Context: an optimization exercise on an open-source flow, tuned for small area. The choices shown serve that exercise and are no tape-out recipe. At most, simulation tests tie the RTL to the original design; equivalence was not proved. The RTL of runs 5 and 6 was laid out without a check of its function. No driver is modelled on the clock port, so clocking that relies on it looks cheaper here than on a real chip. Power figures rest on the tool's default switching activity, not on a simulated workload.

## flow/design.v

```verilog
`timescale 1ns / 1ps
module clk_gen(
    input clk, rst,
    input [16:0] baud,
    output tx_tick, rx_tick
);
reg [13:0] tx_count;
reg [9:0] rx_count;
reg tx_ph, rx_ph;
wire c4800 = (baud == 17'd4800);
wire c14400 = (baud == 17'd14400);
wire c19200 = (baud == 17'd19200);
wire c38400 = (baud == 17'd38400);
wire c57600 = (baud == 17'd57600);
wire c115200 = (baud == 17'd115200);
wire c128000 = (baud == 17'd128000);
wire c9600 = ~(c4800 | c14400 | c19200 | c38400 | c57600 | c115200 | c128000);
wire tx_wrap = (c4800 & tx_count[3] & tx_count[5] & tx_count[8] & tx_count[11] & tx_count[13]) |
    (c9600 & tx_count[4] & tx_count[6] & tx_count[7] & tx_count[10] & tx_count[12]) |
    (c14400 & tx_count[3] & tx_count[9] & tx_count[10] & tx_count[11]) |
    (c19200 & tx_count[2] & tx_count[5] & tx_count[7] & tx_count[9] & tx_count[11]) |
    (c38400 & tx_count[1] & tx_count[2] & tx_count[3] & tx_count[7] & tx_count[8] & tx_count[10]) |
    (c57600 & tx_count[2] & tx_count[3] & tx_count[4] & tx_count[6] & tx_count[7] & tx_count[8] & tx_count[9]) |
    (c115200 & tx_count[1] & tx_count[3] & tx_count[5] & tx_count[9]) |
    (c128000 & tx_count[9]);
wire rx_wrap = (c4800 & rx_count[1] & rx_count[3] & rx_count[7] & rx_count[9]) |
    (c9600 & rx_count[0] & rx_count[2] & rx_count[6] & rx_count[8]) |
    (c14400 & rx_count[3] & rx_count[4] & rx_count[6] & rx_count[7]) |
    (c19200 & rx_count[1] & rx_count[5] & rx_count[7]) |
    (c38400 & rx_count[4] & rx_count[6]) |
    (c57600 & rx_count[0] & rx_count[2] & rx_count[4] & rx_count[5]) |
    (c115200 & rx_count[1] & rx_count[3] & rx_count[4]) |
    (c128000 & rx_count[3] & rx_count[4]);
always @(posedge clk) begin
    if (rst || tx_wrap) tx_count <= 14'd119;
    else                tx_count <= tx_count + 1'b1;
    if (rst)            tx_ph <= 0;
    else if (tx_wrap)   tx_ph <= ~tx_ph;
end
always @(posedge clk) begin
    if (rst || rx_wrap) rx_count <= 10'd0;
    else                rx_count <= rx_count + 1'b1;
    if (rst)            rx_ph <= 0;
    else if (rx_wrap)   rx_ph <= ~rx_ph;
end
assign tx_tick = tx_wrap && !tx_ph;
assign rx_tick = rx_wrap && !rx_ph;
endmodule
`timescale 1ns / 1ps
module uart_tx(
    input clk, tx_tick, tx_start,
    input rst,
    input [7:0] tx_data,
    input [3:0] length,
    input parity_type, parity_en,
    input stop2,
    output tx, tx_done
);
localparam [3:0] IDLE = 4'd0, START = 4'd1, PAR = 4'd2, STOP1 = 4'd3,
                 STOP2 = 4'd4, DONE = 4'd5;
reg [3:0] pos;
reg [7:0] tx_reg;
wire [2:0] last = {1'b1, length[3] | (length[1] & length[0]), ~length[0]};
wire is_data = pos[3];
wire is_last = is_data && pos[2:0] == last;
wire par = ^(tx_data[4:0]) ^ (tx_data[5] & (length[3] | length[1]))
         ^ (tx_data[6] & (length[3] | (length[1] & length[0])))
         ^ (tx_data[7] & length[3]) ^ ~parity_type;
always @(posedge clk) begin
    if (pos == START) tx_reg <= tx_data;
    else if (is_last) tx_reg[0] <= par;
end
always @(posedge clk) begin
    if (rst)
        pos <= IDLE;
    else if (tx_tick) begin
        if (is_data)
            pos <= is_last ? (parity_en ? PAR : STOP1) : pos + 1'b1;
        else case (pos)
            IDLE:    pos <= tx_start ? START : IDLE;
            START:   pos <= 4'd8;
            PAR:     pos <= STOP1;
            STOP1:   pos <= stop2 ? STOP2 : DONE;
            STOP2:   pos <= DONE;
            default: pos <= IDLE;
        endcase
    end
end
assign tx = is_data ? tx_reg[pos[2:0]] :
            (pos == START) ? 1'b0 :
            (pos == PAR) ? tx_reg[0] : 1'b1;
assign tx_done = (pos == DONE);
endmodule
`timescale 1ns / 1ps
module uart_rx(
    input clk, rx_tick, rx_start,
    input rst, rx,
    input [3:0] length,
    input parity_type, parity_en,
    input stop2,
    output reg [7:0] rx_out,
    output rx_done,
    output reg rx_error
);
localparam [3:0] IDLE = 4'd0, START = 4'd1, PAR = 4'd2, STOP1 = 4'd3,
                 STOP2 = 4'd4, DONE = 4'd5;
reg [3:0] pos;
reg [3:0] count;
reg [7:0] datard;
reg par;
wire is_data = pos[3];
wire c7  = (count == 4'd7);
wire c15 = (count == 4'd15);
wire [3:0] first = {2'b10, length[1] ^ length[0], length[0]};   
always @(posedge clk) begin
    if (rx_tick) begin
        count <= (pos == IDLE) ? 4'd0 : count + 1'b1;
        if (pos == IDLE) par <= ~parity_type;
        else if (is_data && c7) par <= par ^ rx;
        if (is_data && c7)
            datard <= {rx & length[3],
                       (length[1] & length[0]) ? rx : datard[7],
                       (length[1] & ~length[0]) ? rx : datard[6],
                       (~length[1] & length[0]) ? rx : datard[5],
                       datard[4:1]};
    end
end
always @(posedge clk) begin
    if (rst) begin
        pos      <= IDLE;
        rx_out   <= 8'd0;
        rx_error <= 1'b0;
    end
    else if (rx_tick) begin
        if (is_data) begin
            if (c15) begin
                if (pos == 4'd15) begin
                    rx_out <= datard;
                    pos <= parity_en ? PAR : STOP1;
                end
                else
                    pos <= pos + 1'b1;
            end
        end
        else case (pos)
            IDLE: if (rx_start && !rx) begin
                pos <= START;
                rx_error <= 1'b0;
            end
            START: begin
                if (c7 && rx) pos <= IDLE;
                else if (c15) pos <= first;
            end
            PAR: begin
                if (c7 && (rx ^ par)) rx_error <= 1'b1;
                if (c15) pos <= STOP1;
            end
            STOP1: begin
                if (c7 && !rx) rx_error <= 1'b1;
                if (c15) pos <= stop2 ? STOP2 : DONE;
            end
            STOP2: begin
                if (c7 && !rx) rx_error <= 1'b1;
                if (c15) pos <= DONE;
            end
            default: pos <= IDLE;
        endcase
    end
end
assign rx_done = (pos == DONE);
endmodule
`timescale 1ns / 1ps
module uart_top (
    input clk, rst,
    input tx_start, rx_start,
    input [7:0] tx_data,
    input [16:0] baud,
    input [3:0] length,
    input parity_type, parity_en,
    input stop2,
    output tx_done,rx_done, tx_err, rx_err,
    output [7:0] rx_out
 );
wire tx_tick, rx_tick;
wire tx_rx;
clk_gen clk_dut (clk, rst, baud, tx_tick, rx_tick);
uart_tx tx_dut  (clk, tx_tick, tx_start, rst, tx_data, length, parity_type, parity_en, stop2, tx_rx, tx_done);
uart_rx rx_dut  (clk, rx_tick, rx_start, rst, tx_rx, length, parity_type, parity_en, stop2, rx_out, rx_done, rx_err);
assign tx_err = 1'b0;
endmodule
```

## flow/flow/run.sh

```bash
#!/bin/bash
# Standard layout (standard synthesis unchanged), with two changes:
#  - every input and output port still gets its own buffer, but a buf_1
#    instead of the flow's default port buffer cell;
#  - clock tree built from clkbuf_2 cells, without dummy loads.
set -euo pipefail
export BUFFER_PORTS_ARGS="-buffer_cell sky130_fd_sc_hd__buf_1"
export CTS_ARGS="-sink_clustering_enable -repair_clock_nets -buf_list sky130_fd_sc_hd__clkbuf_8 -root_buf sky130_fd_sc_hd__clkbuf_8 -sink_clustering_size 64 -sink_clustering_max_diameter 500 -dont_use_dummy_load"
bash standard.sh > standard_flow.log 2>&1
```

## flow/standard.sh

```bash
#!/bin/bash
# synth_recipe.tcl (not shown) runs the flow's synth.tcl, then flattens the netlist and writes it again
# the make line also repeats each setting of config.mk as NAME=value (left out here)
make -C /OpenROAD-flow-scripts/flow DESIGN_CONFIG=/design/flow/config.mk WORK_HOME=/design/flow/orfs CLKGATE_MAP_FILE= SYNTH_SCRIPT=/design/flow/synth_recipe.tcl "${@:-finish}"
```

## flow/config.mk

```make
export PLATFORM = sky130hd
export DESIGN_NAME = uart_top
export DESIGN_NICKNAME = uart_top
export VERILOG_FILES = /design/flow/design.v
export SDC_FILE = /design/flow/constraint.sdc
export NUM_CORES = 4
export LEC_CHECK = 0
export CAP_MARGIN = 20
export CORE_MARGIN = 2
export CORE_UTILIZATION = 40
export PLACE_DENSITY = 0.6
export SLEW_MARGIN = 20
```

## flow/constraint.sdc

```tcl
create_clock -name core_clock -period 10.0 [get_ports {clk}]
set_input_delay 2.0000 -clock core_clock [delete_from_list [all_inputs] [get_ports {clk}]]
set_output_delay 2.0000 -clock core_clock [all_outputs]
set_load 0.01 [all_outputs]
```

==> flow_metrics.py, run 1 <==
metrics = {
    "global_route": {
        "grt_usage": 0.1649,
        "grt_pass1_wl_mm": 13.35,
        "grt_pass1_vias": 2952,
        "antenna_found_initial": 0,
        "grt_max_degree": 18,
        "overflow": 0,
    },
    "sta": {
        "relSlewSlack": 0.5031,
        "tightest_slew_ns": 0.7454,
        "tns_ns": 0,
        "grt_setup_unrepaired": "false",
        "fin_crit_ns": 3.985,
        "slew_viol_final": 0,
        "max_freq_mhz": 251.0,
        "hold_violations": 0,
        "skew_ns": 0.02460,
        "setup_violations": 0,
        "fin_crit_sh": 0.3985,
    },
    "cts": {
        "clockRootBuffer": "clkbuf_8",
        "cts_setup_buffers": 0,
        "holdBufCountCts": 0,
        "clock_latency_ns": 0.34,
        "cts_max_level": 3,
        "cts_sinks": 64,
        "cts_buffer_depth": 2,
        "path_clk_slew_ns": 0.07,
        "cts_buffers": 9,
        "ctsResizeCount": 0,
        "tritoncts": "done",
    },
    "cells_and_area": {
        "diodes": 0,
        "area_growth_pct": 10.74,
        "fill_cells": 859,
        "largest_reg_flops": 14,
        "regMostFlops": "clk_dut.tx_count",
        "largestRegisters": "clk_dut.tx_count (14), clk_dut.rx_count (10)",
        "design_area_mm2": 0.004075,
        "multi_input_area_mm2": 0.002085,
        "seq_area_mm2": 0.001491,
        "final_layout_size_suffix_gt1_frac": 0.07240,
        "nNetsFinal": 494,
    },
    "die": {
        "start_util": 0.4179,
        "row_count": 34,
        "io_pins": 48,
        "die_area_mm2": 0.009983,
        "coreArea_mm2": 0.008806,
        "die_h_um": 99.92,
        "die_w_um": 99.92,
    },
    "critical_path": {
        "critPathKind": "in -> reg",
        "required_ns": 9.96,
        "start_kind": "input pin",
        "crit_path_end_kind": "register",
        "worstPathArrival_ns": 3.94,
        "critPathMaxFanout": 9,
    },
    "run": {
        "drv_cap": 0,
    },
    "synthesis": {
        "ys_warn_count": 3,
        "synth_nets": 446,
        "ys_ff_latch": 64,
        "syn_avg_cell_area_um2": 9.292,
        "synth_most_common_cell": "nor2_1",
        "synth_ff_type": "dfxtp_1",
        "yosys.area.top_type_share": 0.2339,
        "synth_edf_count": 21,
        "syn_area_mm2": 0.003680,
        "ys_seq_area_frac": 0.4053,
        "synth_cells": 396,
        "synth_top_cells_by_area": "dfxtp_1, edfxtp_1, nor2_1, ha_1, xnor2_1",
        "async_reset_ff_frac": 0,
        "synth_cell_type_count": 62,
        "synth_top_area_cell": "dfxtp_1",
        "synth_commonest_cells": "nor2_1, dfxtp_1, nand2_1",
    },
    "route": {
        "avgViaCountPerCell": 5.444,
        "first_pass_iters": 4,
        "wl_mm": 7.738,
        "wire_per_inst_um": 14.07,
        "drc": 0,
        "antenna_left": 0,
        "drt_iter0_drc": 108,
        "via_count": 2994,
    },
    "place": {
        "port_buffers": 45,
        "gp_congestion": 0.8796,
        "dp_hpwl_mm": 5.848,
        "dpl_cell_area_mm2": 0.003951,
    },
    "run_status": {
        "outcome": "timing/DRC/antenna clean",
    },
    "power_and_ir_drop": {
        "vdd.ir_drop.worst_uv": 81.24,
        "p_leak_nw": 1.438,
        "p_per_area_mw_per_mm2": 119.8,
    },
    "hold_path": {
        "hold_path_class": "reg -> reg",
    },
}
-- placed cells by master, fill, tap and decap left out, types with 7 or more instances in the layout --
cell and count:
a21oi_1 18, xor2_1 15, ha_1 14, nor3_1 7
o21ai_0 18, clkbuf_8 9, dfxtp_1 43, nand2_1 36
and3_1 12, nand4_1 9, edfxtp_1 21, xnor2_1 18
buf_1 45, inv_1 17, mux2i_1 10, nor2_1 48
nand3_1 24
-- worst paths after layout --
check	from	to	slack [ns]	depth (start not counted)
setup / recovery	baud[7]	rx_dut.datard[0]	6.02	7
hold / removal	clk_dut.tx_count[0]	clk_dut.tx_count[0]	0.42	1
setup reg to reg	tx_dut.pos[0]	rx_dut.rx_error	7.54	8
hold reg to reg	clk_dut.tx_count[0]	clk_dut.tx_count[0]	0.42	1
-- metrics by stage --
| stage | power, mW | std cells | utilization | setup WS, ns | hold WS [ns] |
|---|---|---|---|---|---|
| 2_1_floorplan | 0.3154 | 396 | - | 6.265 | 0.3843 |
| 3_3_place_gp | 0.3310 | 541 | 0.4487 | 5.652 | 0.4027 |
| 3_5_place_dp | 0.3318 | 541 | 0.4487 | 5.628 | 0.4040 |
| 4_1_cts | 0.4967 | 550 | 0.4628 | 5.960 | 0.4200 |
| 5_1_grt | 0.5113 | 550 | 0.4628 | 5.788 | 0.4592 |
| 6_report | 0.4884 | 550 | 0.4628 | 6.015 | 0.4178 |
-- cell type report --
cell class                      count  share of cell area
Sequential cell                    64              0.3660
Multi-Input combinational cell    306              0.5115
Timing Repair Buffer               46             0.04329
Tap cell                          108             0.03316
Inverter                           17             0.01566
Clock buffer                        9             0.03040
-- report_power, final --
part / switching, mW / internal [mW]
Combinational: 0.0239 / 0.0195
Sequential: 0.00861 / 0.274
Clock: 0.0825 / 0.0798
-- cell families (layout without fill, tap and decap cells) --
family,Yosys count,count (layout),share of synthesized area
and+or+nand+nor,173,173,0.2550
adders and majority gates,14,14,0.04760
xor gates and xnor gates,33,33,0.07855
other,1,1,0.001019
AOI/OAI and AO/OA,70,70,0.1357
DFF,64,64,0.4053
buffers and inverters,26,72,0.02822
muxes,15,15,0.04862
-- worst max-delay path: stages --
cell and delay, ns:
buf_1 0.15, nor4bb_1 0.59, nand4_1 0.16, nor3_1 0.16
a2111o_2 0.21, o21ai_4 0.11, nor2_1 0.56
-- per-layer routing --
| metal | part of all wire | GRT usage | vias to the layer above |
|---|---|---|---|
| met2 | 0.47 | 0.2786 | 82 |
| met1 | 0.46 | 0.2107 | 1384 |
| met3 | 0.056 | 0.04178 | 8 |
| met5 | 0 | 0 | - |
| li1 | - | - | 1520 |
| met4 | 0.012 | 0.04426 | 0 |
==> run 2: changes to the inputs <==
==> flow/flow/run.sh (replaced) <==
#!/bin/bash
# Standard layout (standard synthesis unchanged), with two changes:
#  - every input and output port still gets its own buffer, but a buf_1
#    instead of the flow's default port buffer cell;
#  - clock tree built from clkbuf_2 cells, without dummy loads.
set -euo pipefail
export BUFFER_PORTS_ARGS="-buffer_cell sky130_fd_sc_hd__buf_1"
export CTS_ARGS="-sink_clustering_enable -repair_clock_nets -buf_list sky130_fd_sc_hd__clkbuf_4 -sink_clustering_size 32 -sink_clustering_max_diameter 300 -dont_use_dummy_load"
bash standard.sh > standard_flow.log 2>&1
==> flow_metrics.py, run 2 <==
metrics = {
    "run_status": {
        "outcome": "timing/DRC/antenna clean",
    },
    "route": {
        "drc": 0,
        "avgViaCountPerCell": 5.400,
        "drt_iter0_drc": 144,
        "antenna_left": 0,
        "first_pass_iters": 5,
        "wl_mm": 7.671,
        "wire_per_inst_um": 13.95,
        "via_count": 2970,
    },
    "die": {
        "io_pins": 48,
        "coreArea_mm2": 0.008806,
        "die_h_um": 99.92,
        "start_util": 0.4179,
        "row_count": 34,
        "die_w_um": 99.92,
        "die_area_mm2": 0.009983,
    },
    "sta": {
        "fin_crit_ns": 3.937,
        "slew_viol_final": 0,
        "skew_ns": 0.03911,
        "tns_ns": 0,
        "tightest_slew_ns": 0.7506,
        "grt_setup_unrepaired": "false",
        "setup_violations": 0,
        "hold_violations": 0,
        "final.setup.worst_slack_ns": 6.063,
        "relSlewSlack": 0.4996,
        "fin_crit_sh": 0.3937,
        "hold_ws_ns": 0.4253,
        "max_freq_mhz": 254.0,
    },
    "global_route": {
        "grt_pass1_vias": 2941,
        "grt_max_degree": 18,
        "antenna_found_initial": 0,
        "overflow": 0,
        "grt_usage": 0.1658,
        "busiest_layer": "met2",
        "use_met3": 0.05153,
        "grt_pass1_wl_mm": 13.35,
        "globalRouteMet2Util": 0.2796,
        "use_met1": 0.2102,
    },
    "critical_path": {
        "r2r_cells": 8,
        "crit_path_end_kind": "register",
        "critPathTopFamily": "simple AND/OR/NAND/NOR gates",
        "r2r_end": "rx_dut.rx_error",
        "path_buf_inv": 1,
        "slowest_stage": "nor4bb_1",
        "crit-reg2reg-launch": "tx_dut.pos[0]",
        "worst_path_largest_cell_delay_ns": 0.59,
        "critPathMaxFanout": 9,
        "critPathKind": "in -> reg",
        "worstPathArrival_ns": 3.95,
        "cp_cell_sequence": "buf_1 > nor4bb_1 > nand4_1 > nor3_1 > a2111o_2 > o21ai_4 > nor2_1",
        "start_kind": "input pin",
        "cp.depth": 7,
        "required_ns": 10.01,
        "reg2reg_setup_slack_ns": 7.54,
    },
    "cts": {
        "clockRootBuffer": "clkbuf_4",
        "cts_max_level": 3,
        "cts_setup_buffers": 0,
        "ctsResizeCount": 0,
        "holdBufCountCts": 0,
        "path_clk_slew_ns": 0.10,
        "cts_buffers": 9,
        "cts_buffer_depth": 2,
        "tritoncts": "done",
        "cts_sinks": 64,
        "clock_latency_ns": 0.40,
    },
    "hold_path": {
        "min-delay-start": "clk_dut.tx_count[0]",
        "whs_path_depth": 1,
        "hold_path_class": "reg -> reg",
        "hold_end": "clk_dut.tx_count[0]",
    },
    "synthesis": {
        "ys_seq_area_frac": 0.4053,
        "synth_cell_type_count": 62,
        "synth_cells": 396,
        "synth_ff_type": "dfxtp_1",
        "synth_commonest_cells": "nor2_1, dfxtp_1, nand2_1",
        "synth_top_area_cell": "dfxtp_1",
        "synth_top_cells_by_area": "dfxtp_1, edfxtp_1, nor2_1, ha_1, xnor2_1",
        "ys_warn_count": 3,
        "ys_ff_latch": 64,
        "synth_nets": 446,
        "yosys.area.top_type_share": 0.2339,
        "synth_most_common_cell": "nor2_1",
        "async_reset_ff_frac": 0,
        "syn_area_mm2": 0.003680,
        "synth_edf_count": 21,
        "syn_avg_cell_area_um2": 9.292,
    },
    "cells_and_area": {
        "multi_input_area_mm2": 0.002085,
        "final_layout_size_suffix_gt1_frac": 0.07240,
        "seq_area_mm2": 0.001491,
        "regMostFlops": "clk_dut.tx_count",
        "nNetsFinal": 494,
        "diodes": 0,
        "area_growth_pct": 9.214,
        "largest_reg_flops": 14,
        "final_common_cell": "nor2_1",
        "utilization": 0.4564,
        "mostFrequentLayoutCells": "nor2_1, buf_1, dfxtp_1",
        "fill_cells": 864,
        "largestRegisters": "clk_dut.tx_count (14), clk_dut.rx_count (10)",
    },
    "place": {
        "port_buffers": 45,
        "dp_hpwl_mm": 5.848,
        "pre_cts_slack_ns": 5.628,
        "gp_congestion": 0.8796,
    },
    "power_and_ir_drop": {
        "vdd.ir_drop.worst_uv": 65.38,
        "p_leak_nw": 1.414,
        "p_per_area_mw_per_mm2": 110.7,
    },
    "run": {
        "drv_cap": 0,
    },
}
run 2: layout make-up:
cell class | instances | share of cell area
inverter | 17 | 0.01588
clock buffer | 9 | 0.01681
tap | 108 | 0.03362
sequential | 64 | 0.3711
timing repair buffer | 46 | 0.04390
multi-input combinational | 306 | 0.5187
run 2: power breakdown:
group	leakage, nW	switching (mW)	internal, mW
sequential	0.545	0.00863	0.274
clock	0.0414	0.0774	0.0418
combinational	0.828	0.0240	0.0195
total	1.41	0.110	0.335
run 2: how the worst max path moves through the flow:
stage / startpoint / end / slack (ns)
2_1_floorplan: baud[1] / rx_dut.datard[0] / 6.26
3_3_place_gp: baud[7] / rx_dut.datard[0] / 5.65
3_5_place_dp: baud[7] / rx_dut.datard[0] / 5.63
4_1_cts: baud[7] / rx_dut.datard[0] / 6.04
5_1_grt: baud[10] / rx_dut.datard[1] / 5.89
6_report: baud[7] / rx_dut.datard[1] / 6.06
run 2: through the flow:
stage | total power [mW] | instance area [um^2] | instances
final | 0.4449 | 4019 | 550
after global routing | 0.4701 | 4019 | 550
after floorplan | 0.3154 | 3680 | 396
after detailed placement | 0.3318 | 3951 | 541
after global placement | 0.3310 | 3951 | 541
after CTS | 0.4535 | 4019 | 550
run 2: cells by family after synthesis:
group | synth area share
and+or+nand+nor | 0.2550
adders and majority gates | 0.04760
xor gates and xnor gates | 0.07855
DFF | 0.4053
AOI/OAI and AO/OA | 0.1357
other | 0.001019
buffers and inverters | 0.02822
muxes | 0.04862
run 2: metal layers:
layer	vias up	part of all wire
li1	1520	-
met2	60	0.48
met4	0	0.0055
met3	4	0.040
met5	-	0
met1	1386	0.48
==> run 3: changes to the inputs <==
--- a/flow/flow/run.sh
+++ b/flow/flow/run.sh
@@ -6,4 +6,5 @@
 set -euo pipefail
 export BUFFER_PORTS_ARGS="-buffer_cell sky130_fd_sc_hd__buf_1"
 export CTS_ARGS="-sink_clustering_enable -repair_clock_nets -buf_list sky130_fd_sc_hd__clkbuf_4 -sink_clustering_size 32 -sink_clustering_max_diameter 300 -dont_use_dummy_load"
+export RECOVER_POWER=100
 bash standard.sh > standard_flow.log 2>&1
==> flow_metrics.py, run 3 <==
metrics = {
    "run_status": {
        "outcome": "timing/DRC/antenna clean",
    },
    "synthesis": {
        "syn_area_mm2": 0.003680,
        "synth_cells": 396,
        "synth_most_common_cell": "nor2_1",
        "synth_commonest_cells": "nor2_1, dfxtp_1, nand2_1",
        "synth_top_cells_by_area": "dfxtp_1, edfxtp_1, nor2_1, ha_1, xnor2_1",
        "ys_seq_area_frac": 0.4053,
        "async_reset_ff_frac": 0,
        "yosys.area.top_type_share": 0.2339,
        "synth_ff_type": "dfxtp_1",
        "ys_warn_count": 3,
        "synth_edf_count": 21,
        "synth_nets": 446,
        "synth_top_area_cell": "dfxtp_1",
        "synth_cell_type_count": 62,
        "syn_avg_cell_area_um2": 9.292,
        "ys_ff_latch": 64,
    },
    "critical_path": {
        "crit-reg2reg-launch": "clk_dut.rx_count[4]",
        "required_ns": 10.28,
        "critPathKind": "in -> reg",
        "critical_path.startpoint": "baud[7]",
        "worstPathArrival_ns": 4.81,
        "crit_path_end_kind": "register",
        "start_kind": "input pin",
        "critPathMaxFanout": 9,
    },
    "die": {
        "row_count": 34,
        "die_h_um": 99.92,
        "die_area_mm2": 0.009983,
        "coreArea_mm2": 0.008806,
        "io_pins": 48,
        "start_util": 0.4179,
        "die_w_um": 99.92,
    },
    "cts": {
        "cts_max_level": 3,
        "holdBufCountCts": 0,
        "tritoncts": "done",
        "cts_setup_buffers": 0,
        "path_clk_slew_ns": 0.10,
        "clock_latency_ns": 0.41,
        "cts_buffers": 9,
        "ctsResizeCount": 0,
        "clockRootBuffer": "clkbuf_4",
        "cts_buffer_depth": 2,
        "cts_sinks": 64,
    },
    "sta": {
        "grt_setup_unrepaired": "false",
        "tightest_slew_ns": 1.098,
        "hold_ws_ns": 0.4255,
        "skew_ns": 0.03886,
        "fin_crit_sh": 0.4528,
        "hold_violations": 0,
        "final.setup.worst_slack_ns": 5.472,
        "relSlewSlack": 0.2676,
        "setup_violations": 0,
        "slew_viol_final": 0,
        "fin_crit_ns": 4.528,
        "max_freq_mhz": 220.8,
        "tns_ns": 0,
    },
    "cells_and_area": {
        "mostFrequentLayoutCells": "nor2_1, dfxtp_1, buf_1",
        "regMostFlops": "clk_dut.tx_count",
        "final_layout_size_suffix_gt1_frac": 0.06109,
        "largestRegisters": "clk_dut.tx_count (14), clk_dut.rx_count (10)",
        "utilization": 0.4508,
        "design_area_mm2": 0.003970,
        "final_common_cell": "nor2_1",
        "largest_reg_flops": 14,
        "area_growth_pct": 7.889,
        "fill_cells": 872,
        "diodes": 0,
        "nNetsFinal": 494,
    },
    "place": {
        "dpl_cell_area_mm2": 0.003951,
        "port_buffers": 45,
        "dp_hpwl_mm": 5.848,
        "gp_congestion": 0.8796,
        "pre_cts_slack_ns": 5.628,
    },
    "route": {
        "drc": 0,
        "wire_per_inst_um": 13.96,
        "antenna_left": 0,
        "drt_iter0_drc": 132,
        "first_pass_iters": 4,
        "avgViaCountPerCell": 5.413,
        "via_count": 2977,
        "wl_mm": 7.678,
    },
    "global_route": {
        "grt_max_degree": 18,
        "grt_pass1_vias": 2941,
        "overflow": 0,
        "grt_pass1_wl_mm": 13.35,
        "antenna_found_initial": 0,
        "grt_usage": 0.1658,
    },
    "power_and_ir_drop": {
        "p_leak_nw": 1.401,
        "vdd.ir_drop.worst_uv": 65.41,
        "p_per_area_mw_per_mm2": 112.3,
    },
    "hold_path": {
        "hold_path_class": "reg -> reg",
        "min-delay-start": "clk_dut.tx_count[0]",
    },
    "run": {
        "drv_cap": 0,
    },
}
[run 3: cell counts after synthesis]
No cell type changed its count.
[run 3: layout make-up]
| class | count | area, um^2 | area share |
|---|---|---|---|
| inverter | 17 | 63.81 | 0.01607 |
| clock buffer | 9 | 67.56 | 0.01702 |
| timing repair buffer | 46 | 172.7 | 0.04349 |
| sequential | 64 | 1491 | 0.3757 |
| tap | 108 | 135.1 | 0.03404 |
| multi-input combinational | 306 | 2039 | 0.5137 |
[run 3: kinds of logic after synthesis]
group	Yosys count	synth area share
AO/OA/AOI/OAI	70	0.1357
XOR/XNOR	33	0.07855
adder cells (fa/ha/maj)	14	0.04760
buffers and inverters	26	0.02822
flip-flops	64	0.4053
multiplexers	15	0.04862
other	1	0.001019
AND/OR/NAND/NOR	173	0.2550
[run 3: worst paths after layout]
| kind | depth (start not counted) | end | slack [ns] |
|---|---|---|---|
| setup / recovery | 8 | rx_dut.pos[3] | 5.47 |
| hold / removal | 1 | clk_dut.tx_count[0] | 0.43 |
| setup reg to reg | 7 | rx_dut.pos[3] | 7.32 |
| hold reg to reg | 1 | clk_dut.tx_count[0] | 0.43 |
[run 3: per-stage QoR]
| step | std cells | power [mW] |
|---|---|---|
| global route | 550 | 0.4701 |
| CTS | 550 | 0.4535 |
| finish | 550 | 0.4460 |
| detailed placement | 541 | 0.3318 |
| floorplan | 396 | 0.3154 |
| global placement | 541 | 0.3310 |
[run 3: worst max-delay path, cell delays in order]
cell and delay [ns]:
buf_1 0.16, nor4bb_1 0.59, o21ai_0 0.18, a21oi_1 0.27, nor3_1 0.13, o21ai_0 0.80
inv_1 0.37, a32o_1 0.31
[run 3: per-layer routing]
metal / up-vias / GRT usage / share of wire
li1: 1522 / - / -
met1: 1383 / 0.2102 / 0.47
met2: 64 / 0.2796 / 0.48
met3: 8 / 0.05153 / 0.041
met4: 0 / 0.03477 / 0.0098
met5: - / 0 / 0
[run 3: power breakdown]
group / leakage (nW) / internal [mW] / switching [mW] / total, mW
clock: 0.0414 / 0.0418 / 0.0785 / 0.120
combinational: 0.814 / 0.0195 / 0.0240 / 0.0435
sequential: 0.545 / 0.274 / 0.00865 / 0.282
==> run 4: changes to the inputs <==
==> flow/flow/run.sh (replaced) <==
#!/bin/bash
# Standard layout (standard synthesis unchanged), with two changes:
#  - every input and output port still gets its own buffer, but a buf_1
#    instead of the flow's default port buffer cell;
#  - clock tree built from clkbuf_4 cells, without dummy loads;
#  - power recovery (downsizing of gates with slack) after global routing.
set -euo pipefail
export BUFFER_PORTS_ARGS="-buffer_cell sky130_fd_sc_hd__buf_1"
export CTS_ARGS="-sink_clustering_enable -repair_clock_nets -buf_list sky130_fd_sc_hd__clkbuf_4 -sink_clustering_size 32 -sink_clustering_max_diameter 300 -dont_use_dummy_load"
export RECOVER_POWER=100
bash standard.sh > standard_flow.log 2>&1
==> flow_metrics.py, run 4 <==
metrics = {
    "run_status": {
        "outcome": "timing/DRC/antenna clean",
    },
    "cts": {
        "cts_setup_buffers": 0,
        "cts_max_level": 3,
        "cts_buffers": 9,
        "ctsResizeCount": 0,
        "tritoncts": "done",
        "cts_sinks": 64,
        "holdBufCountCts": 0,
        "clock_latency_ns": 0.41,
        "cts_buffer_depth": 2,
        "path_clk_slew_ns": 0.10,
        "clockRootBuffer": "clkbuf_4",
    },
    "synthesis": {
        "synth_edf_count": 21,
        "synth_top_cells_by_area": "dfxtp_1, edfxtp_1, nor2_1, ha_1, xnor2_1",
        "syn_avg_cell_area_um2": 9.292,
        "synth_most_common_cell": "nor2_1",
        "ys_ff_latch": 64,
        "ys_seq_area_frac": 0.4053,
        "synth_commonest_cells": "nor2_1, dfxtp_1, nand2_1",
        "synth_cells": 396,
        "yosys.area.top_type_share": 0.2339,
        "synth_nets": 446,
        "syn_area_mm2": 0.003680,
        "synth_top_area_cell": "dfxtp_1",
        "synth_ff_type": "dfxtp_1",
        "ys_warn_count": 3,
        "async_reset_ff_frac": 0,
        "synth_cell_type_count": 62,
    },
    "global_route": {
        "grt_pass1_vias": 2941,
        "overflow": 0,
        "antenna_found_initial": 0,
        "grt_usage": 0.1658,
        "grt_max_degree": 18,
        "grt_pass1_wl_mm": 13.35,
    },
    "sta": {
        "max_freq_mhz": 220.8,
        "fin_crit_ns": 4.528,
        "tns_ns": 0,
        "fin_crit_sh": 0.4528,
        "relSlewSlack": 0.2676,
        "skew_ns": 0.03886,
        "slew_viol_final": 0,
        "tightest_slew_ns": 1.098,
        "grt_setup_unrepaired": "false",
        "hold_violations": 0,
        "setup_violations": 0,
    },
    "critical_path": {
        "critPathKind": "in -> reg",
        "cp.depth": 8,
        "worst_path_largest_cell_delay_ns": 0.80,
        "slowest_stage": "o21ai_0",
        "worstPathArrival_ns": 4.81,
        "critical_path.startpoint": "baud[7]",
        "start_kind": "input pin",
        "path_buf_inv": 2,
        "crit_path_end_kind": "register",
        "r2r_end": "rx_dut.pos[3]",
        "crit-reg2reg-launch": "clk_dut.rx_count[4]",
        "reg2reg_setup_slack_ns": 7.32,
        "critPathMaxFanout": 9,
        "crit_path_end": "rx_dut.pos[3]",
        "critPathTopFamily": "compound AO/OA/AOI/OAI gates",
        "cp_cell_sequence": "buf_1 > nor4bb_1 > o21ai_0 > a21oi_1 > nor3_1 > o21ai_0 > inv_1 > a32o_1",
        "required_ns": 10.28,
        "r2r_cells": 7,
        "crit_top_cell": "o21ai_0",
    },
    "power_and_ir_drop": {
        "total_power_mw": 0.4460,
        "p_leak_nw": 1.401,
        "p_per_area_mw_per_mm2": 112.3,
        "vdd.ir_drop.worst_uv": 65.41,
    },
    "cells_and_area": {
        "regMostFlops": "clk_dut.tx_count",
        "seq_area_mm2": 0.001491,
        "multi_input_area_mm2": 0.002039,
        "nNetsFinal": 494,
        "final_layout_size_suffix_gt1_frac": 0.06109,
        "area_growth_pct": 7.889,
        "largestRegisters": "clk_dut.tx_count (14), clk_dut.rx_count (10)",
        "diodes": 0,
        "final_common_cell": "nor2_1",
        "fill_cells": 872,
        "largest_reg_flops": 14,
        "mostFrequentLayoutCells": "nor2_1, dfxtp_1, buf_1",
    },
    "route": {
        "avgViaCountPerCell": 5.413,
        "via_count": 2977,
        "antenna_left": 0,
        "drc": 0,
        "wl_mm": 7.678,
        "wire_per_inst_um": 13.96,
        "first_pass_iters": 4,
        "drt_iter0_drc": 132,
    },
    "run": {
        "drv_cap": 0,
    },
    "place": {
        "dp_hpwl_mm": 5.848,
        "gp_congestion": 0.8796,
        "port_buffers": 45,
    },
    "die": {
        "die_w_um": 99.92,
        "coreArea_mm2": 0.008806,
        "row_count": 34,
        "die_area_mm2": 0.009983,
        "start_util": 0.4179,
        "io_pins": 48,
        "die_h_um": 99.92,
    },
    "hold_path": {
        "hold_path_class": "reg -> reg",
    },
}
-- run 4: cell counts after synthesis --
Identical to the previous run, type by type.
-- run 4: worst min-delay path by stage --
stage	endpoint	depth (start not counted)	start
floorplan	clk_dut.tx_count[0]	1	clk_dut.tx_count[0]
global placement	clk_dut.tx_count[0]	1	clk_dut.tx_count[0]
detailed placement	clk_dut.tx_count[0]	1	clk_dut.tx_count[0]
CTS	clk_dut.tx_count[0]	1	clk_dut.tx_count[0]
global route	rx_dut.datard[0]	0	rx_dut.datard[1]
finish	clk_dut.tx_count[0]	1	clk_dut.tx_count[0]
-- run 4: report_power, final --
group / switching [mW] / internal (mW) / total, mW
clock: 0.0785 / 0.0418 / 0.120
sequential: 0.00865 / 0.274 / 0.282
combinational: 0.0240 / 0.0195 / 0.0435
-- run 4: cells by family after synthesis --
logic type	share of synthesized area
buf+inv	0.02822
other cells	0.001019
compound gates	0.1357
simple gates	0.2550
xor+xnor	0.07855
fa+ha+maj	0.04760
mux	0.04862
flops	0.4053
-- run 4: per-stage QoR --
step	worst slack [ns]	std cells	hold slack (ns)	util	instance area [um^2]
5_1_grt	5.246	550	0.4659	0.4508	3970
2_1_floorplan	6.265	396	0.3843	-	3680
3_5_place_dp	5.628	541	0.4040	0.4487	3951
6_report	5.472	550	0.4255	0.4508	3970
4_1_cts	6.039	550	0.4286	0.4564	4019
3_3_place_gp	5.652	541	0.4027	0.4487	3951
-- run 4: cell type report --
cell class | instances | area share
Multi-Input combinational cell | 306 | 0.5137
Tap cell | 108 | 0.03404
Timing Repair Buffer | 46 | 0.04349
Clock buffer | 9 | 0.01702
Sequential cell | 64 | 0.3757
Inverter | 17 | 0.01607
-- run 4: routing by layer --
metal	GRT usage	part of all wire	up-vias
met5	0	0	-
met4	0.03477	0.0098	0
met3	0.05153	0.041	8
met2	0.2796	0.48	64
met1	0.2102	0.47	1383
li1	-	-	1522
==> run 5: changes to the inputs <==
--- a/flow/design.v
+++ b/flow/design.v
@@ -15,14 +15,14 @@
 wire c115200 = (baud == 17'd115200);
 wire c128000 = (baud == 17'd128000);
 wire c9600 = ~(c4800 | c14400 | c19200 | c38400 | c57600 | c115200 | c128000);
-wire tx_wrap = (c4800 & tx_count[3] & tx_count[5] & tx_count[8] & tx_count[11] & tx_count[13]) |
-    (c9600 & tx_count[4] & tx_count[6] & tx_count[7] & tx_count[10] & tx_count[12]) |
-    (c14400 & tx_count[3] & tx_count[9] & tx_count[10] & tx_count[11]) |
-    (c19200 & tx_count[2] & tx_count[5] & tx_count[7] & tx_count[9] & tx_count[11]) |
-    (c38400 & tx_count[1] & tx_count[2] & tx_count[3] & tx_count[7] & tx_count[8] & tx_count[10]) |
-    (c57600 & tx_count[2] & tx_count[3] & tx_count[4] & tx_count[6] & tx_count[7] & tx_count[8] & tx_count[9]) |
-    (c115200 & tx_count[1] & tx_count[3] & tx_count[5] & tx_count[9]) |
-    (c128000 & tx_count[9]);
+wire tx_wrap = (c4800 & tx_count[5] & tx_count[8] & tx_count[11] & tx_count[13]) |
+    (c9600 & tx_count[3] & tx_count[6] & tx_count[7] & tx_count[10] & tx_count[12]) |
+    (c14400 & tx_count[9] & tx_count[10] & tx_count[11]) |
+    (c19200 & tx_count[2] & tx_count[3] & tx_count[4] & tx_count[7] & tx_count[9] & tx_count[11]) |
+    (c38400 & tx_count[1] & tx_count[2] & tx_count[7] & tx_count[8] & tx_count[10]) |
+    (c57600 & tx_count[2] & tx_count[4] & tx_count[6] & tx_count[7] & tx_count[8] & tx_count[9]) |
+    (c115200 & tx_count[1] & tx_count[5] & tx_count[9]) |
+    (c128000 & tx_count[3] & tx_count[4] & tx_count[5] & tx_count[6] & tx_count[7] & tx_count[8]);
 wire rx_wrap = (c4800 & rx_count[1] & rx_count[3] & rx_count[7] & rx_count[9]) |
     (c9600 & rx_count[0] & rx_count[2] & rx_count[6] & rx_count[8]) |
     (c14400 & rx_count[3] & rx_count[4] & rx_count[6] & rx_count[7]) |
@@ -31,15 +31,26 @@
     (c57600 & rx_count[0] & rx_count[2] & rx_count[4] & rx_count[5]) |
     (c115200 & rx_count[1] & rx_count[3] & rx_count[4]) |
     (c128000 & rx_count[3] & rx_count[4]);
-always @(posedge clk) begin
-    if (rst || tx_wrap) tx_count <= 14'd119;
-    else                tx_count <= tx_count + 1'b1;
+reg [14:0] tx_c;
+reg [10:0] rx_c;
+integer i;
+always @(*) begin
+    tx_c[0] = 1'b1;
+    for (i = 0; i < 14; i = i + 1) tx_c[i+1] = tx_c[i] & tx_count[i];
+    rx_c[0] = 1'b1;
+    for (i = 0; i < 10; i = i + 1) rx_c[i+1] = rx_c[i] & rx_count[i];
+end
+wire [13:0] tx_inc = tx_count ^ tx_c[13:0];
+wire [9:0] rx_inc = rx_count ^ rx_c[9:0];
+always @(posedge clk) begin
+    if (rst || tx_wrap) tx_count <= 14'd111;
+    else                tx_count <= tx_inc;
     if (rst)            tx_ph <= 0;
     else if (tx_wrap)   tx_ph <= ~tx_ph;
 end
 always @(posedge clk) begin
     if (rst || rx_wrap) rx_count <= 10'd0;
-    else                rx_count <= rx_count + 1'b1;
+    else                rx_count <= rx_inc;
     if (rst)            rx_ph <= 0;
     else if (rx_wrap)   rx_ph <= ~rx_ph;
 end
==> flow/flow/run.sh (replaced) <==
#!/bin/bash
# Standard layout (standard synthesis unchanged), with three changes:
#  - every input and output port still gets its own buffer, but a buf_1
#    instead of the flow's default port buffer cell;
#  - clock tree built from clkbuf_4 cells, without dummy loads;
#  - power recovery (downsizing of gates with slack) after global routing.
# The make output goes to standard_flow.log; ORFS keeps each step's log
# under orfs/logs.
set -euo pipefail
export BUFFER_PORTS_ARGS="-buffer_cell sky130_fd_sc_hd__buf_1"
export CTS_ARGS="-sink_clustering_enable -repair_clock_nets -buf_list sky130_fd_sc_hd__clkbuf_4 -sink_clustering_size 32 -sink_clustering_max_diameter 300 -dont_use_dummy_load"
export RECOVER_POWER=100
bash standard.sh > standard_flow.log 2>&1
==> flow_metrics.py, run 5 <==
metrics = {
    "synthesis": {
        "synth_nets": 432,
        "async_reset_ff_frac": 0,
        "synth_top_area_cell": "dfxtp_1",
        "yosys.area_share.adder": 0.1116,
        "synth_cell_type_count": 55,
        "syn_avg_cell_area_um2": 9.855,
        "synth_most_common_cell": "dfxtp_1",
        "yosys.area.top_type_share": 0.2400,
        "synth_ff_type": "dfxtp_1",
        "synth_commonest_cells": "dfxtp_1, nor2_1, ha_1",
        "synth_top_cells_by_area": "dfxtp_1, edfxtp_1, ha_1, nor2_1, mux2i_1",
        "synth_top_family_by_area": "simple AND/OR/NAND/NOR gates",
        "synth-xor-area-share": 0.03662,
        "synth_cells": 364,
        "ys_ff_latch": 64,
        "synth-compound-area-share": 0.1238,
        "synth_mux_area_frac": 0.05581,
        "ys_seq_area_frac": 0.4158,
        "syn_area_mm2": 0.003587,
        "synth_edf_count": 21,
        "synth_simple_gate_area_frac": 0.2183,
        "ys_warn_count": 3,
    },
    "run": {
        "drv_cap": 1,
    },
    "die": {
        "die_h_um": 98.70,
        "start_util": 0.4113,
        "io_pins": 48,
        "coreArea_mm2": 0.008721,
        "die_w_um": 98.70,
        "die_area_mm2": 0.009742,
        "row_count": 34,
    },
    "route": {
        "antenna_left": 0,
        "avgViaCountPerCell": 5.339,
        "drc": 0,
        "wire_per_inst_um": 14.00,
        "via_count": 2755,
        "first_pass_iters": 5,
        "drt_iter0_drc": 119,
        "wl_mm": 7.224,
    },
    "cts": {
        "cts_buffer_depth": 2,
        "cts_buffers": 9,
        "cts_max_level": 3,
        "ctsResizeCount": 0,
        "path_clk_slew_ns": 0.08,
        "cts_sinks": 64,
        "tritoncts": "done",
        "clockRootBuffer": "clkbuf_4",
        "cts_setup_buffers": 0,
        "holdBufCountCts": 0,
        "clock_latency_ns": 0.42,
    },
    "run_status": {
        "outcome": "finished with violations",
        "violations": "max-capacitance violations, max-slew violations",
    },
    "sta": {
        "tns_ns": 0,
        "setup_violations": 0,
        "grt_setup_unrepaired": "false",
        "max_freq_mhz": 161.8,
        "hold_violations": 0,
        "skew_ns": 0.04064,
        "fin_crit_sh": 0.6180,
        "slew_viol_final": 9,
        "tightest_slew_ns": 3.440,
        "relSlewSlack": -1.353,
        "fin_crit_ns": 6.180,
    },
    "power_and_ir_drop": {
        "total_power_mw": 0.4405,
        "p_leak_nw": 1.406,
        "vdd.ir_drop.worst_uv": 49.62,
        "p_per_area_mw_per_mm2": 113.1,
    },
    "critical_path": {
        "critPathKind": "in -> reg",
        "required_ns": 10.28,
        "crit_path_end_kind": "register",
        "critPathMaxFanout": 8,
        "crit_top_cell": "a2111oi_0",
        "worst_path_largest_cell_delay_ns": 2.74,
        "path_buf_inv": 1,
        "slowest_stage": "a2111oi_0",
        "critPathTopFamily": "compound AO/OA/AOI/OAI gates",
        "worstPathArrival_ns": 6.46,
        "cp_cell_sequence": "buf_1 > nor2b_1 > nand4_1 > a2111oi_2 > a2111oi_0 > a2111oi_0 > mux2i_1 > nor2_1",
        "start_kind": "input pin",
    },
    "global_route": {
        "grt_pass1_vias": 2673,
        "overflow": 0,
        "antenna_found_initial": 0,
        "grt_pass1_wl_mm": 12.61,
        "grt_usage": 0.1593,
        "grt_max_degree": 32,
    },
    "cells_and_area": {
        "final_layout_size_suffix_gt1_frac": 0.05882,
        "nNetsFinal": 478,
        "diodes": 0,
        "largestRegisters": "clk_dut.tx_count (14), clk_dut.rx_count (10)",
        "seq_area_mm2": 0.001491,
        "final_common_cell": "buf_1",
        "mostFrequentLayoutCells": "buf_1, dfxtp_1, nor2_1",
        "area_growth_pct": 8.581,
        "multi_input_area_mm2": 0.001938,
        "fill_cells": 857,
        "utilization": 0.4466,
        "largest_reg_flops": 14,
        "regMostFlops": "clk_dut.tx_count",
    },
    "place": {
        "port_buffers": 45,
        "dp_hpwl_mm": 5.465,
        "gp_congestion": 0.8554,
    },
    "hold_path": {
        "hold_path_class": "reg -> reg",
    },
}
[run 5: cell types whose count changed in the layout (fill, tap and decap cells not counted), sizes merged, moves of 9 or more]
cell / change
ha: +18
nand3: -14
nand2: -13
nor2: -12
and3: -9
xnor2: -9
xor2: -9
[run 5: layout make-up]
type / instances / area share
Clock buffer: 9 / 0.01735
Inverter: 22 / 0.02120
Multi-Input combinational cell: 266 / 0.4976
Sequential cell: 64 / 0.3829
Tap cell: 108 / 0.03469
Timing Repair Buffer: 47 / 0.04626
[run 5: cells by family (layout without fill, tap and decap cells)]
kind of cell             after synthesis  after routing
XOR/XNOR                              15             15
flip-flops                            64             64
multiplexers                          17             17
AO/OA/AOI/OAI                         59             59
AND/OR/NAND/NOR                      142            142
other                                  1              1
buffers and inverters                 34             78
adder cells (fa/ha/maj)               32             32
[run 5: per-stage QoR]
| step | hold WS (ns) | cell area [um^2] | setup slack (ns) | cells |
|---|---|---|---|---|
| final | 0.3906 | 3895 | 3.820 | 516 |
| after global routing | 0.4119 | 3895 | 3.443 | 516 |
| after CTS | 0.3953 | 3924 | 5.819 | 516 |
| after detailed placement | 0.3741 | 3856 | 5.407 | 507 |
| after global placement | 0.3733 | 3856 | 5.375 | 507 |
| after floorplan | 0.3623 | 3587 | 5.946 | 364 |
[run 5: layer usage]
layer  share of wire  GRT usage  routed length [um]
met3           0.046    0.03121                 334
met1            0.49     0.2190                3559
met5               0          0                   0
met4           0.016    0.06428                 115
met2            0.44     0.2475                3214
[run 5: final timing paths]
kind	from	to	slack [ns]	depth (start not counted)
worst min-delay path	clk_dut.tx_count[0]	clk_dut.tx_count[0]	0.39	1
worst max-delay path	baud[12]	rx_dut.rx_out[1]	3.82	8
worst max register to register	clk_dut.rx_count[7]	rx_dut.rx_out[1]	5.53	7
worst min register to register	clk_dut.tx_count[0]	clk_dut.tx_count[0]	0.39	1
[run 5: where the power goes]
part	switching, mW	total, mW	internal (mW)
Clock	0.0807	0.122	0.0418
Combinational	0.0206	0.0383	0.0177
Sequential	0.00583	0.280	0.274
Total	0.107	0.440	0.333
[run 5: worst reg2reg max path, delay by kind of cell, from the launching register on]
kind	cells	cell delay [ns]
muxes	1	0.36
and+or+nand+nor	3	0.36
AOI/OAI and AO/OA	3	3.26
DFF	1	0.35
==> run 6: changes to the inputs <==
==> flow/flow/run.sh (replaced) <==
#!/bin/bash
# Standard layout (standard synthesis unchanged), with these changes:
#  - every input and output port still gets its own buffer, but a buf_1
#    instead of the flow's default port buffer cell;
#  - clock tree built from clkbuf_4 cells, without dummy loads; leaf
#    buffers with many flip-flops are upsized (flow/post_cts.tcl);
#  - power recovery (downsizing of gates with slack) before global routing
#    (flow/pre_grt.tcl), whose repair_design then runs as usual.
# The make output goes to standard_flow.log; ORFS keeps each step's log
# under orfs/logs.
set -euo pipefail
HERE=$(pwd)
export BUFFER_PORTS_ARGS="-buffer_cell sky130_fd_sc_hd__buf_1"
export CTS_ARGS="-sink_clustering_enable -repair_clock_nets -buf_list sky130_fd_sc_hd__clkbuf_4 -sink_clustering_size 32 -sink_clustering_max_diameter 300 -dont_use_dummy_load"
export POST_CTS_TCL=$HERE/flow/post_cts.tcl
export PRE_GLOBAL_ROUTE_TCL=$HERE/flow/pre_grt.tcl
bash standard.sh > standard_flow.log 2>&1
==> flow/flow/post_cts.tcl (new file) <==
set block [ord::get_db_block]
set big [[ord::get_db] findMaster sky130_fd_sc_hd__clkbuf_8]
foreach inst [$block getInsts] {
  if {[[$inst getMaster] getName] ne "sky130_fd_sc_hd__clkbuf_4"} { continue }
  set out [[$inst findITerm X] getNet]
  if {$out eq "NULL" || [$out getSigType] ne "CLOCK"} { continue }
  set n [llength [$out getITerms]]
  if {$n > 10} {
    puts "post_cts: [$inst getName] drives [expr {$n - 1}] pins, upsized to clkbuf_8"
    $inst swapMaster $big
  }
}
detailed_placement
==> flow/flow/pre_grt.tcl (new file) <==
# Power recovery (downsizing gates that have slack) before global routing,
# so that global route's own repair_design still fixes any slew or
# capacitance violation it leaves.
estimate_parasitics -placement
repair_timing -recover_power 100 -verbose
detailed_placement
==> flow_metrics.py, run 6 <==
metrics = {
    "run_status": {
        "outcome": "timing/DRC/antenna clean",
    },
    "cells_and_area": {
        "nNetsFinal": 480,
        "final_common_cell": "buf_1",
        "regMostFlops": "clk_dut.tx_count",
        "diodes": 0,
        "design_area_mm2": 0.003918,
        "final_layout_size_suffix_gt1_frac": 0.06341,
        "area_growth_pct": 9.208,
        "largestRegisters": "clk_dut.tx_count (14), clk_dut.rx_count (10)",
        "largest_reg_flops": 14,
        "mostFrequentLayoutCells": "buf_1, dfxtp_1, nor2_1",
    },
    "sta": {
        "relSlewSlack": 0.2986,
        "setup_violations": 0,
        "hold_ws_ns": 0.3907,
        "tightest_slew_ns": 1.026,
        "tns_ns": 0,
        "final.setup.worst_slack_ns": 5.752,
        "skew_ns": 0.02607,
        "grt_setup_unrepaired": "false",
        "fin_crit_sh": 0.4248,
        "slew_viol_final": 0,
        "fin_crit_ns": 4.248,
        "max_freq_mhz": 235.4,
        "hold_violations": 0,
    },
    "synthesis": {
        "ys_ff_latch": 64,
        "syn_avg_cell_area_um2": 9.855,
        "ys_seq_area_frac": 0.4158,
        "yosys.area.top_type_share": 0.2400,
        "synth_cell_type_count": 55,
        "synth_most_common_cell": "dfxtp_1",
        "synth_top_area_cell": "dfxtp_1",
        "synth_cells": 364,
        "synth_ff_type": "dfxtp_1",
        "async_reset_ff_frac": 0,
        "synth_nets": 432,
        "syn_area_mm2": 0.003587,
        "ys_warn_count": 3,
        "synth_edf_count": 21,
        "synth_commonest_cells": "dfxtp_1, nor2_1, ha_1",
        "synth_top_cells_by_area": "dfxtp_1, edfxtp_1, ha_1, nor2_1, mux2i_1",
    },
    "die": {
        "die_area_mm2": 0.009742,
        "io_pins": 48,
        "die_h_um": 98.70,
        "coreArea_mm2": 0.008721,
        "row_count": 34,
        "die_w_um": 98.70,
        "start_util": 0.4113,
    },
    "cts": {
        "path_clk_slew_ns": 0.08,
        "tritoncts": "done",
        "clock_latency_ns": 0.41,
        "cts_sinks": 64,
    },
    "global_route": {
        "grt_pass1_vias": 2694,
        "overflow": 0,
        "grt_max_degree": 32,
        "grt_pass1_wl_mm": 12.69,
        "grt_usage": 0.1600,
        "antenna_found_initial": 0,
    },
    "route": {
        "wire_per_inst_um": 14.06,
        "via_count": 2770,
        "antenna_left": 0,
        "first_pass_iters": 6,
        "wl_mm": 7.285,
        "drc": 0,
        "avgViaCountPerCell": 5.347,
        "drt_iter0_drc": 101,
    },
    "place": {
        "pre_cts_slack_ns": 5.407,
        "dp_hpwl_mm": 5.465,
        "port_buffers": 45,
        "dpl_cell_area_mm2": 0.003856,
        "gp_congestion": 0.8554,
    },
    "power_and_ir_drop": {
        "vdd.ir_drop.worst_uv": 49.59,
        "p_leak_nw": 1.427,
        "total_power_mw": 0.4506,
        "p_per_area_mw_per_mm2": 115.0,
    },
    "critical_path": {
        "critPathMaxFanout": 10,
        "required_ns": 10.32,
        "slowest_stage": "a2111oi_0",
        "critPathKind": "in -> reg",
        "worst_path_largest_cell_delay_ns": 0.92,
        "worstPathArrival_ns": 4.57,
        "crit_path_end_kind": "register",
        "start_kind": "input pin",
        "critPathTopFamily": "simple AND/OR/NAND/NOR gates",
        "cp_cell_sequence": "buf_1 > nor2b_1 > nand4_1 > o32ai_2 > a2111oi_0 > nand2_1 > nand2b_1 > inv_1 > nand3_1 > mux2i_1",
        "path_buf_inv": 2,
    },
    "run": {
        "drv_cap": 0,
    },
    "hold_path": {
        "hold_path_class": "reg -> reg",
    },
}
-- run 6: cell counts after synthesis --
Identical to the previous run, type by type.
-- run 6: logic make-up after synthesis --
kind of cell | Yosys count | share of synthesized area
buffers and inverters | 34 | 0.03697
DFF | 64 | 0.4158
other | 1 | 0.001045
and+or+nand+nor | 142 | 0.2184
adders and majority gates | 32 | 0.1116
muxes | 17 | 0.05581
AOI/OAI and AO/OA | 59 | 0.1238
xor gates and xnor gates | 15 | 0.03662
-- run 6: metal layers --
metal / track usage / vias up / wire length, um
met5: 0 / - / 0
met4: 0.06428 / 0 / 109
met3: 0.03121 / 11 / 368
met2: 0.2507 / 79 / 3280
met1: 0.2185 / 1272 / 3526
li1: - / 1408 / -
-- run 6: area by class of cell --
class | instances | area (um^2)
Sequential cell | 64 | 1491
Timing Repair Buffer | 49 | 190.2
Multi-Input combinational cell | 266 | 1938
Clock buffer | 9 | 80.08
Tap cell | 108 | 135.1
Inverter | 22 | 82.58
Fill cell | 861 | 4803
-- run 6: stage by stage --
stage | utilization | std cells
after floorplan | - | 364
after detailed placement | 0.4422 | 507
final | 0.4492 | 518
after global placement | 0.4422 | 507
after global routing | 0.4492 | 518
-- run 6: final timing paths --
path / end / start / slack (ns) / depth (start not counted)
hold / removal: clk_dut.tx_count[0] / clk_dut.tx_count[0] / 0.39 / 1
setup / recovery: rx_dut.pos[2] / baud[12] / 5.75 / 10
setup reg to reg: rx_dut.pos[2] / tx_dut.pos[0] / 6.97 / 9
hold reg to reg: clk_dut.tx_count[0] / clk_dut.tx_count[0] / 0.39 / 1
-- run 6: worst register-to-register path, stage by stage, from the launching register on --
cell     delay [ns]
dfxtp_1        0.60
inv_1          0.13
ha_1           0.25
nor2b_1        0.13
o21a_1         0.16
a21oi_1        0.64
a31oi_1        0.16
o21ai_0        0.39
nand3_1        0.27
mux2i_1        0.17
-- run 6: power by group --
part | internal (mW) | switching (mW) | total [mW]
clock | 0.0501 | 0.0824 | 0.133
combinational | 0.0177 | 0.0205 | 0.0383
sequential | 0.274 | 0.00586 | 0.280
==> run 7: changes to the inputs <==
--- a/flow/design.v
+++ b/flow/design.v
@@ -15,22 +15,22 @@
 wire c115200 = (baud == 17'd115200);
 wire c128000 = (baud == 17'd128000);
 wire c9600 = ~(c4800 | c14400 | c19200 | c38400 | c57600 | c115200 | c128000);
-wire tx_wrap = (c4800 & tx_count[5] & tx_count[8] & tx_count[11] & tx_count[13]) |
-    (c9600 & tx_count[3] & tx_count[6] & tx_count[7] & tx_count[10] & tx_count[12]) |
-    (c14400 & tx_count[9] & tx_count[10] & tx_count[11]) |
-    (c19200 & tx_count[2] & tx_count[3] & tx_count[4] & tx_count[7] & tx_count[9] & tx_count[11]) |
-    (c38400 & tx_count[1] & tx_count[2] & tx_count[7] & tx_count[8] & tx_count[10]) |
-    (c57600 & tx_count[2] & tx_count[4] & tx_count[6] & tx_count[7] & tx_count[8] & tx_count[9]) |
-    (c115200 & tx_count[1] & tx_count[5] & tx_count[9]) |
-    (c128000 & tx_count[3] & tx_count[4] & tx_count[5] & tx_count[6] & tx_count[7] & tx_count[8]);
-wire rx_wrap = (c4800 & rx_count[1] & rx_count[3] & rx_count[7] & rx_count[9]) |
-    (c9600 & rx_count[0] & rx_count[2] & rx_count[6] & rx_count[8]) |
-    (c14400 & rx_count[3] & rx_count[4] & rx_count[6] & rx_count[7]) |
-    (c19200 & rx_count[1] & rx_count[5] & rx_count[7]) |
-    (c38400 & rx_count[4] & rx_count[6]) |
-    (c57600 & rx_count[0] & rx_count[2] & rx_count[4] & rx_count[5]) |
-    (c115200 & rx_count[1] & rx_count[3] & rx_count[4]) |
-    (c128000 & rx_count[3] & rx_count[4]);
+wire tx_wrap = (c4800 & tx_count[6] & tx_count[7] & tx_count[11] & tx_count[13]) |
+    (c9600 & tx_count[3] & tx_count[5] & tx_count[6] & tx_count[10] & tx_count[12]) |
+    (c14400 & tx_count[5] & tx_count[7] & tx_count[8] & tx_count[10] & tx_count[11]) |
+    (c19200 & tx_count[2] & tx_count[3] & tx_count[4] & tx_count[5] & tx_count[9] & tx_count[11]) |
+    (c38400 & tx_count[1] & tx_count[2] & tx_count[5] & tx_count[8] & tx_count[10]) |
+    (c57600 & tx_count[2] & tx_count[4] & tx_count[5] & tx_count[6] & tx_count[8] & tx_count[9]) |
+    (c115200 & tx_count[1] & tx_count[6] & tx_count[7] & tx_count[8]) |
+    (c128000 & tx_count[3] & tx_count[4] & tx_count[7] & tx_count[8]);
+wire rx_wrap = (c4800 & rx_count[1] & rx_count[3] & rx_count[4] & rx_count[7] & rx_count[9]) |
+    (c9600 & rx_count[0] & rx_count[2] & rx_count[4] & rx_count[6] & rx_count[8]) |
+    (c14400 & rx_count[3] & rx_count[5] & rx_count[6] & rx_count[7]) |
+    (c19200 & rx_count[1] & rx_count[4] & rx_count[5] & rx_count[7]) |
+    (c38400 & rx_count[5] & rx_count[6]) |
+    (c57600 & rx_count[0] & rx_count[2] & rx_count[6]) |
+    (c115200 & rx_count[1] & rx_count[3] & rx_count[5]) |
+    (c128000 & rx_count[3] & rx_count[5]);
 reg [14:0] tx_c;
 reg [10:0] rx_c;
 integer i;
@@ -43,13 +43,13 @@
 wire [13:0] tx_inc = tx_count ^ tx_c[13:0];
 wire [9:0] rx_inc = rx_count ^ rx_c[9:0];
 always @(posedge clk) begin
-    if (rst || tx_wrap) tx_count <= 14'd111;
+    if (rst || tx_wrap) tx_count <= 14'd15;
     else                tx_count <= tx_inc;
     if (rst)            tx_ph <= 0;
     else if (tx_wrap)   tx_ph <= ~tx_ph;
 end
 always @(posedge clk) begin
-    if (rst || rx_wrap) rx_count <= 10'd0;
+    if (rst || rx_wrap) rx_count <= 10'd16;
     else                rx_count <= rx_inc;
     if (rst)            rx_ph <= 0;
     else if (rx_wrap)   rx_ph <= ~rx_ph;
==> flow_metrics.py, run 7 <==
metrics = {
    "place": {
        "dpl_cell_area_mm2": 0.003847,
        "dp_hpwl_mm": 5.403,
        "gp_congestion": 0.8209,
        "pre_cts_slack_ns": 5.163,
        "port_buffers": 45,
    },
    "cells_and_area": {
        "design_area_mm2": 0.003900,
        "largest_reg_flops": 14,
        "regMostFlops": "clk_dut.tx_count",
        "mostFrequentLayoutCells": "buf_1, dfxtp_1, nor2_1",
        "seq_area_mm2": 0.001491,
        "nNetsFinal": 477,
        "final_common_cell": "buf_1",
        "largestRegisters": "clk_dut.tx_count (14), clk_dut.rx_count (10)",
        "area_growth_pct": 9.100,
        "fill_cells": 875,
        "diodes": 0,
        "final_layout_size_suffix_gt1_frac": 0.05897,
        "multi_input_area_mm2": 0.001972,
    },
    "route": {
        "first_pass_iters": 4,
        "antenna_left": 0,
        "drc": 0,
        "via_count": 2796,
        "avgViaCountPerCell": 5.429,
        "wire_per_inst_um": 13.88,
        "wl_mm": 7.149,
        "drt_iter0_drc": 108,
    },
    "critical_path": {
        "r2r_cells": 14,
        "required_ns": 10.02,
        "start_kind": "input pin",
        "critPathKind": "in -> reg",
        "critPathMaxFanout": 8,
        "worstPathArrival_ns": 4.63,
        "crit_path_end_kind": "register",
    },
    "die": {
        "io_pins": 48,
        "die_h_um": 98.54,
        "coreArea_mm2": 0.008678,
        "row_count": 34,
        "start_util": 0.4119,
        "die_area_mm2": 0.009709,
        "die_w_um": 98.54,
    },
    "sta": {
        "relSlewSlack": 0.4514,
        "slew_viol_final": 0,
        "grt_setup_unrepaired": "false",
        "tns_ns": 0,
        "hold_violations": 0,
        "fin_crit_ns": 4.615,
        "skew_ns": 0.02749,
        "setup_violations": 0,
        "fin_crit_sh": 0.4615,
        "max_freq_mhz": 216.7,
        "final.setup.worst_slack_ns": 5.385,
        "tightest_slew_ns": 0.8115,
    },
    "synthesis": {
        "synth_ff_type": "dfxtp_1",
        "synth_top_cells_by_area": "dfxtp_1, edfxtp_1, ha_1, mux2i_1, and2_1",
        "ys_seq_area_frac": 0.4172,
        "yosys.area.top_type_share": 0.2408,
        "ys_warn_count": 3,
        "synth_cells": 361,
        "synth_cell_type_count": 63,
        "syn_avg_cell_area_um2": 9.902,
        "synth_top_area_cell": "dfxtp_1",
        "synth_nets": 429,
        "synth_most_common_cell": "dfxtp_1",
        "syn_area_mm2": 0.003575,
        "ys_ff_latch": 64,
        "synth_edf_count": 21,
        "synth_commonest_cells": "dfxtp_1, nor2_1, ha_1",
        "async_reset_ff_frac": 0,
    },
    "global_route": {
        "grt_max_degree": 32,
        "grt_usage": 0.1538,
        "grt_pass1_vias": 2683,
        "antenna_found_initial": 0,
        "grt_pass1_wl_mm": 12.23,
        "overflow": 0,
    },
    "cts": {
        "path_clk_slew_ns": 0.07,
        "tritoncts": "done",
        "clock_latency_ns": 0.40,
        "cts_sinks": 64,
    },
    "power_and_ir_drop": {
        "p_per_area_mw_per_mm2": 114.1,
        "p_leak_nw": 1.524,
        "vdd.ir_drop.worst_uv": 51.01,
    },
    "run": {
        "drv_cap": 0,
    },
    "hold_path": {
        "whs_path_depth": 1,
        "hold_path_class": "reg -> reg",
    },
    "run_status": {
        "outcome": "timing/DRC/antenna clean",
    },
}
[run 7: power breakdown]
group          internal, mW  leakage (nW)  total [mW]  switching, mW
clock                0.0502        0.0466       0.133         0.0825
combinational        0.0162         0.941      0.0344         0.0182
sequential            0.273         0.536       0.278        0.00497
total                 0.339          1.52       0.445          0.106
[run 7: worst paths after layout]
kind                        from                   end  slack (ns)
max reg2reg  clk_dut.tx_count[1]  clk_dut.tx_count[13]        6.97
max                     baud[10]      rx_dut.datard[7]        5.38
min          clk_dut.tx_count[0]   clk_dut.tx_count[0]        0.39
min reg2reg  clk_dut.tx_count[0]   clk_dut.tx_count[0]        0.39
[run 7: per-layer routing]
layer | vias to the layer above | part of all wire | GRT usage
met3 | 14 | 0.047 | 0.03050
met5 | - | 0 | 0
met1 | 1294 | 0.47 | 0.2001
met4 | 0 | 0.018 | 0.07165
li1 | 1407 | - | -
met2 | 81 | 0.47 | 0.2470
[run 7: through the flow]
| stage | power (mW) | util | cells | hold slack, ns |
|---|---|---|---|---|
| after floorplan | 0.3043 | - | 361 | 0.3623 |
| after global placement | 0.3171 | 0.4433 | 506 | 0.3782 |
| after detailed placement | 0.3189 | 0.4433 | 506 | 0.3741 |
| after global routing | 0.4665 | 0.4494 | 515 | 0.3991 |
| final | 0.4450 | 0.4494 | 515 | 0.3916 |
[run 7: kinds of logic (layout without fill, tap and decap cells)]
family / count (synthesis) / in the layout / share of synthesized area
DFF: 64 / 64 / 0.4172
and+or+nand+nor: 152 / 152 / 0.2426
adders and majority gates: 32 / 32 / 0.1120
xor gates and xnor gates: 17 / 17 / 0.04165
buffers and inverters: 21 / 67 / 0.02345
muxes: 20 / 20 / 0.06475
other: 1 / 1 / 0.001049
AOI/OAI and AO/OA: 54 / 54 / 0.09731
[run 7: area by class of cell]
class	instances	share of cell area
repair buffers	46	0.04524
inverters	12	0.01155
well taps	108	0.03465
clock buffers	9	0.02053
flip-flops and latches	64	0.3824
multi-input cells	276	0.5056
[run 7: critical path: stages]
cell and delay (ns):
buf_1 0.12, nor4b_1 0.74, nand3_1 0.30, nor3_1 0.24
a2111oi_1 0.08, o21ai_1 0.43, nand2b_4 0.15, nor2_1 0.56

-- afterwards: timing with drivers on the ports --
No port has a modelled driver above. Below, the same layouts with a new extraction and two added sets of constraints.
Step 1 assumes that a clkbuf_16 drives the clock port and a buf_2 every other input.
Step 2 times the ports against the registers' clock, not the clock port: input delays grow and output delays shrink by t, the midpoint of the rising clock arrivals with the driver on.
Slacks: no drivers / after step 1 / after step 2; pairs: no drivers / after step 1.
| run | t (ns) | setup slack, ns | hold slack, ns | worst slew at a driven data input, ns | cell pins on the clock port's net |
|---|---|---|---|---|---|
| run 1 | 0.355 | 6.015 / 6.022 / 5.668 | 0.418 / 0.418 / 0.418 | 0.03 | 1 |
| run 2 | 0.408 | 6.063 / 6.066 / 5.658 | 0.425 / 0.425 / 0.425 | 0.03 | 1 |
| run 3 | 0.415 | 5.472 / 5.475 / 5.059 | 0.425 / 0.425 / 0.425 | 0.03 | 1 |
| run 4 | 0.415 | 5.472 / 5.475 / 5.059 | 0.425 / 0.425 / 0.425 | 0.03 | 1 |
| run 5 | 0.425 | 3.820 / 3.817 / 3.392 | 0.391 / 0.391 / 0.391 | 0.03 | 1 |
| run 6 | 0.430 | 5.752 / 5.753 / 5.323 | 0.391 / 0.391 / 0.391 | 0.03 | 1 |
| run 7 | 0.416 | 5.385 / 5.390 / 4.973 | 0.392 / 0.392 / 0.392 | 0.03 | 1 |
The setup slack of run 6, which loses most, moves by +0.001 ns with the drivers and by -0.429 ns with both steps.
